What follows belongs to an exercise in optimizing a design on an open flow for small area and a short achievable clock period; a production flow would make more cautious choices.
The RTL was checked by simulation tests, not by an equivalence proof against the original design.
Power is estimated from default activity; no workload was simulated.

== purple ==
==> module rd15n, before the edit <==
module rd15n(input [15:1] s, input [15:1] r, output yn);
	wire p1, p2;
	or8 u_lo (.s(s[8:1]), .r(r[8:1]), .y(p1));
	or7 u_hi (.s(s[15:9]), .r(r[15:9]), .y(p2));
	assign yn = ~(p1 | p2);
endmodule
==> module or8, before the edit <==
module or8(input [8:1] s, input [8:1] r, output y);
	wire [4:1] q;
	assign q[1] = ~(s[1] & r[1] | s[2] & r[2]);
	assign q[2] = ~(s[3] & r[3] | s[4] & r[4]);
	assign q[3] = ~(s[5] & r[5] | s[6] & r[6]);
	assign q[4] = ~(s[7] & r[7] | s[8] & r[8]);
	assign y = ~&q;
endmodule
==> module or7, before the edit <==
module or7(input [7:1] s, input [7:1] r, output y);
	wire [4:1] q;
	assign q[1] = ~(s[1] & r[1] | s[2] & r[2]);
	assign q[2] = ~(s[3] & r[3] | s[4] & r[4]);
	assign q[3] = ~(s[5] & r[5] | s[6] & r[6]);
	assign q[4] = ~(s[7] & r[7]);
	assign y = ~&q;
endmodule
==> module mem_lane, before the edit <==
module mem_lane(input [15:0] oh, input [127:0] M, output [7:0] q);
	genvar b, i;
	generate
		for (b = 0; b < 8; b = b + 1) begin : bt
			wire [16:1] r;
			for (i = 0; i < 16; i = i + 1) begin : rr
				assign r[i+1] = M[8*i + b];
			end
			wire p1, p2;
			or8 u_lo (.s(oh[7:0]), .r(r[8:1]), .y(p1));
			or8 u_hi (.s(oh[15:8]), .r(r[16:9]), .y(p2));
			or2m u_o (.a(p1), .b(p2), .y(q[b]));
		end
	endgenerate
endmodule
==> module or2m, before the edit <==
module or2m(input a, input b, output y);
	assign y = a | b;
endmodule
==> module alu, before the edit <==
module alu(
	input [31:0] An, input [31:0] RTn, input [31:0] simm, input [5:0] op,
	input alusrc, input f_sub, input f_arith, input f_and, input f_or,
	input f_xor, input f_not, input f_sla, input f_sr, input f_sra,
	output [31:0] out, output [31:0] res, output [5:0] ad);
	wire [16:0] bx0s, bx1s;
	wire [1:0] p0, p1, q0, q1;
	bctl u_bc [1:0] (.op(op), .p0(p0), .p1(p1), .q0(q0), .q1(q1));
	bpre u_bpl [8:0] (.imm(simm[8:0]), .p0(p0[0]), .p1(p1[0]), .q0(q0[0]), .q1(q1[0]),
		.bx0(bx0s[8:0]), .bx1(bx1s[8:0]));
	bpre u_bph [16:9] (.imm(simm[16:9]), .p0(p0[1]), .p1(p1[1]), .q0(q0[1]), .q1(q1[1]),
		.bx0(bx0s[16:9]), .bx1(bx1s[16:9]));
	wire [31:0] bx0 = {{15{bx0s[16]}}, bx0s};
	wire [31:0] bx1 = {{15{bx1s[16]}}, bx1s};
	wire [31:0] Bxn;
	mux2n u_bm [31:0] (.s(RTn), .d1(bx0), .d0(bx1), .y(Bxn));
	wire [31:0] x;
	xor2m u_x [31:0] (.a(An), .b(Bxn), .y(x));
	wire [31:0] gl [0:5];
	wire [31:0] tl [0:5];
	wire [31:0] g, t;
	pg_pos u_pg [31:0] (.an(An), .bn(Bxn), .g(g), .t(t));
	assign gl[0][0] = f_sub;
	assign tl[0][0] = 1'b0;
	assign gl[0][31:1] = g[30:0];
	assign tl[0][31:1] = t[30:0];
	genvar k, j;
	generate
		for (k = 1; k <= 5; k = k + 1) begin : lvl
			localparam integer D = 1 << (k - 1);
			for (j = 0; j < 32; j = j + 1) begin : bt
				if (j < D) begin : ps
					inv1 u_i (.a(gl[k-1][j]), .y(gl[k][j]));
					assign tl[k][j] = 1'b0;
				end else if (j < 2 * D) begin : gonly
					if (k % 2 == 0) begin : np
						pre_np_g u_g (.gh(gl[k-1][j]), .th(tl[k-1][j]), .gl(gl[k-1][j-D]), .g(gl[k][j]));
					end else begin : pn
						pre_pn_g u_g (.gh(gl[k-1][j]), .th(tl[k-1][j]), .gl(gl[k-1][j-D]), .g(gl[k][j]));
					end
					assign tl[k][j] = 1'b0;
				end else begin : full
					if (k % 2 == 0) begin : np
						pre_np u_p (.gh(gl[k-1][j]), .th(tl[k-1][j]), .gl(gl[k-1][j-D]), .tl(tl[k-1][j-D]), .g(gl[k][j]), .t(tl[k][j]));
					end else begin : pn
						pre_pn u_p (.gh(gl[k-1][j]), .th(tl[k-1][j]), .gl(gl[k-1][j-D]), .tl(tl[k-1][j-D]), .g(gl[k][j]), .t(tl[k][j]));
					end
				end
			end
		end
	endgenerate
	wire [31:0] cn = gl[5];
	wire [31:0] aln = {An[30:0], 1'b1};
	wire [31:0] arn = {~(~An[31] & f_sra), An[31:1]};
	wire [31:0] y0n, y1n;
	res_pre u_rp [31:0] (.x(x), .g(g), .t(t), .bn(Bxn), .aln(aln), .arn(arn),
		.f_arith(f_arith), .f_ax(f_arith | f_xor), .f_xor(f_xor), .f_and(f_and), .f_or(f_or),
		.f_not(f_not), .f_sla(f_sla), .f_sr(f_sr), .y0n(y0n), .y1n(y1n));
	mux2n u_rm [31:0] (.s(cn), .d1(y0n), .d0(y1n), .y(out));
	mux2n u_rm2 [31:0] (.s(cn), .d1(y0n), .d0(y1n), .y(res));
	mux2n u_rm3 [5:0] (.s(gl[3][5:0]), .d1(y0n[5:0]), .d0(y1n[5:0]), .y(ad));
endmodule
Settings: LEC_CHECK=0, CAP_MARGIN=20, CELL_PAD_IN_SITES_DETAIL_PLACEMENT=0, CELL_PAD_IN_SITES_GLOBAL_PLACEMENT=1, CORE_MARGIN=2, CORE_UTILIZATION=60, CTS_BUF_LIST=sky130_fd_sc_hd__clkbuf_8, CTS_CLUSTER_DIAMETER=50, CTS_CLUSTER_SIZE=14, GPL_ROUTABILITY_DRIVEN=1, PLACE_DENSITY=0.7, SETUP_SLACK_MARGIN=5, SLEW_MARGIN=20, SYNTH_HIERARCHICAL=1; clock period 14.0 ns.
standard.sh (not shown) runs the stock make flow with config.mk's settings and CLKGATE_MAP_FILE= SYNTH_SCRIPT=/design/flow/synth_recipe.tcl, a recipe that flattens the netlist after the stock synthesis.
==> flow/flow/run.sh <==
#!/bin/bash
# The standard layout, except that the port buffers are a plain buffer cell
# (buf_4) instead of the flow's default. Each tool's output goes to its own
# log under orfs/logs; make's output goes to flow_make.log here.
set -euo pipefail
bash standard.sh "BUFFER_PORTS_ARGS=-buffer_cell sky130_fd_sc_hd__buf_4" finish > flow_make.log 2>&1
purple reached the end of the flow, and the finished layout is clean on the timing, design-rule and antenna checks.
### purple -> orange
-- flow/design.v --
<<< purple, line 159
endmodule
module rd15n(input [15:1] s, input [15:1] r, output yn);
	wire p1, p2;
	or8 u_lo (.s(s[8:1]), .r(r[8:1]), .y(p1));
	or7 u_hi (.s(s[15:9]), .r(r[15:9]), .y(p2));
	assign yn = ~(p1 | p2);
endmodule
module or8(input [8:1] s, input [8:1] r, output y);
	wire [4:1] q;
	assign q[1] = ~(s[1] & r[1] | s[2] & r[2]);
	assign q[2] = ~(s[3] & r[3] | s[4] & r[4]);
	assign q[3] = ~(s[5] & r[5] | s[6] & r[6]);
	assign q[4] = ~(s[7] & r[7] | s[8] & r[8]);
	assign y = ~&q;
endmodule
module or7(input [7:1] s, input [7:1] r, output y);
	wire [4:1] q;
	assign q[1] = ~(s[1] & r[1] | s[2] & r[2]);
	assign q[2] = ~(s[3] & r[3] | s[4] & r[4]);
	assign q[3] = ~(s[5] & r[5] | s[6] & r[6]);
	assign q[4] = ~(s[7] & r[7]);
	assign y = ~&q;
endmodule
module mem_lane(input [15:0] oh, input [127:0] M, output [7:0] q);
	genvar b, i;
	generate
		for (b = 0; b < 8; b = b + 1) begin : bt
			wire [16:1] r;
			for (i = 0; i < 16; i = i + 1) begin : rr
				assign r[i+1] = M[8*i + b];
			end
			wire p1, p2;
			or8 u_lo (.s(oh[7:0]), .r(r[8:1]), .y(p1));
			or8 u_hi (.s(oh[15:8]), .r(r[16:9]), .y(p2));
			or2m u_o (.a(p1), .b(p2), .y(q[b]));
		end
	endgenerate
endmodule
module or2m(input a, input b, output y);
	assign y = a | b;
endmodule
module alu(
>>> orange, line 159
endmodule
module rd15n(input [15:1] s, input [15:1] r, output yn);
	wire [8:1] y;
	assign y[1] = ~(s[1] & r[1] | s[2] & r[2]);
	assign y[2] = ~(s[3] & r[3] | s[4] & r[4]);
	assign y[3] = ~(s[5] & r[5] | s[6] & r[6]);
	assign y[4] = ~(s[7] & r[7] | s[8] & r[8]);
	assign y[5] = ~(s[9] & r[9] | s[10] & r[10]);
	assign y[6] = ~(s[11] & r[11] | s[12] & r[12]);
	assign y[7] = ~(s[13] & r[13] | s[14] & r[14]);
	assign y[8] = ~(s[15] & r[15]);
	assign yn = ~(~&y[4:1] | ~&y[8:5]);
endmodule
module mem_lane(input [15:0] oh, input [127:0] M, output reg [7:0] q);
	integer i;
	always @* begin
		q = 8'd0;
		for (i = 0; i < 16; i = i + 1)
			q = q | (M[8*i +: 8] & {8{oh[i]}});
	end
endmodule
module alu(
<<< purple, line 258
	mux2n u_rm [31:0] (.s(cn), .d1(y0n), .d0(y1n), .y(out));
	mux2n u_rm2 [31:0] (.s(cn), .d1(y0n), .d0(y1n), .y(res));
	mux2n u_rm3 [5:0] (.s(gl[3][5:0]), .d1(y0n[5:0]), .d0(y1n[5:0]), .y(ad));
endmodule
module bpre(input imm, input p0, input p1, input q0, input q1, output bx0, output bx1);
>>> orange, line 238
	mux2n u_rm [31:0] (.s(cn), .d1(y0n), .d0(y1n), .y(out));
	mux2n u_rm2 [31:0] (.s(cn), .d1(y0n), .d0(y1n), .y(res));
	mux2n u_rm3 [5:0] (.s(cn[5:0]), .d1(y0n[5:0]), .d0(y1n[5:0]), .y(ad));
endmodule
module bpre(input imm, input p0, input p1, input q0, input q1, output bx0, output bx1);
Notes after the runs:
Post-detailed-placement half-perimeter wirelength was higher in orange than in purple. Clock buffer and inverter area fraction after layout on orange is down relative to purple. Compared with purple, in orange worst-case setup slack after placement now sits lower, total power after layout grew by 0.19 mW. orange: full flow OK, the timing, design-rule and antenna checks passed. Met3 wire length: orange > purple. On final standard cell area without fillers: orange sits above purple. Wire length was lower in purple than in orange. On cts-stage hold buffer count, purple tracks orange almost exactly. In orange, the post-cts repair resize count came out 18% above the value in purple.

-- port drivers added, routing unchanged --
How much do the figures lean on ideal ports? The routed layouts below were timed once more, with nothing changed but the port constraints. Step 1 (the two cells are an assumption about what drives the block):
set clk [get_ports {clk}]
set_driving_cell -lib_cell sky130_fd_sc_hd__clkbuf_16 $clk
set_driving_cell -lib_cell sky130_fd_sc_hd__buf_2 [delete_from_list [all_inputs] $clk]
Step 2 adds t to the input delays and takes it off the output delays; t is the mean of the earliest and latest rising clock arrival at the registers after step 1. Input paths then give back, and output paths get back, about the clock's delay inside the block. Three values: ideal ports, drivers, drivers and shift; two values: the first two.
| run | shift t [ns] | slack for setup (ns) | worst data-port slew with drivers (ns) |
|---|---|---|---|
| purple | 0.845 | 4.911 / 4.865 / 4.263 | 0.09 |
| orange | 0.823 | 4.905 / 4.847 / 4.226 | 0.06 |
After both steps every run listed still meets setup and hold. For orange, which loses most, drivers alone change the setup slack by -0.058 ns; drivers and shift together by -0.679 ns.
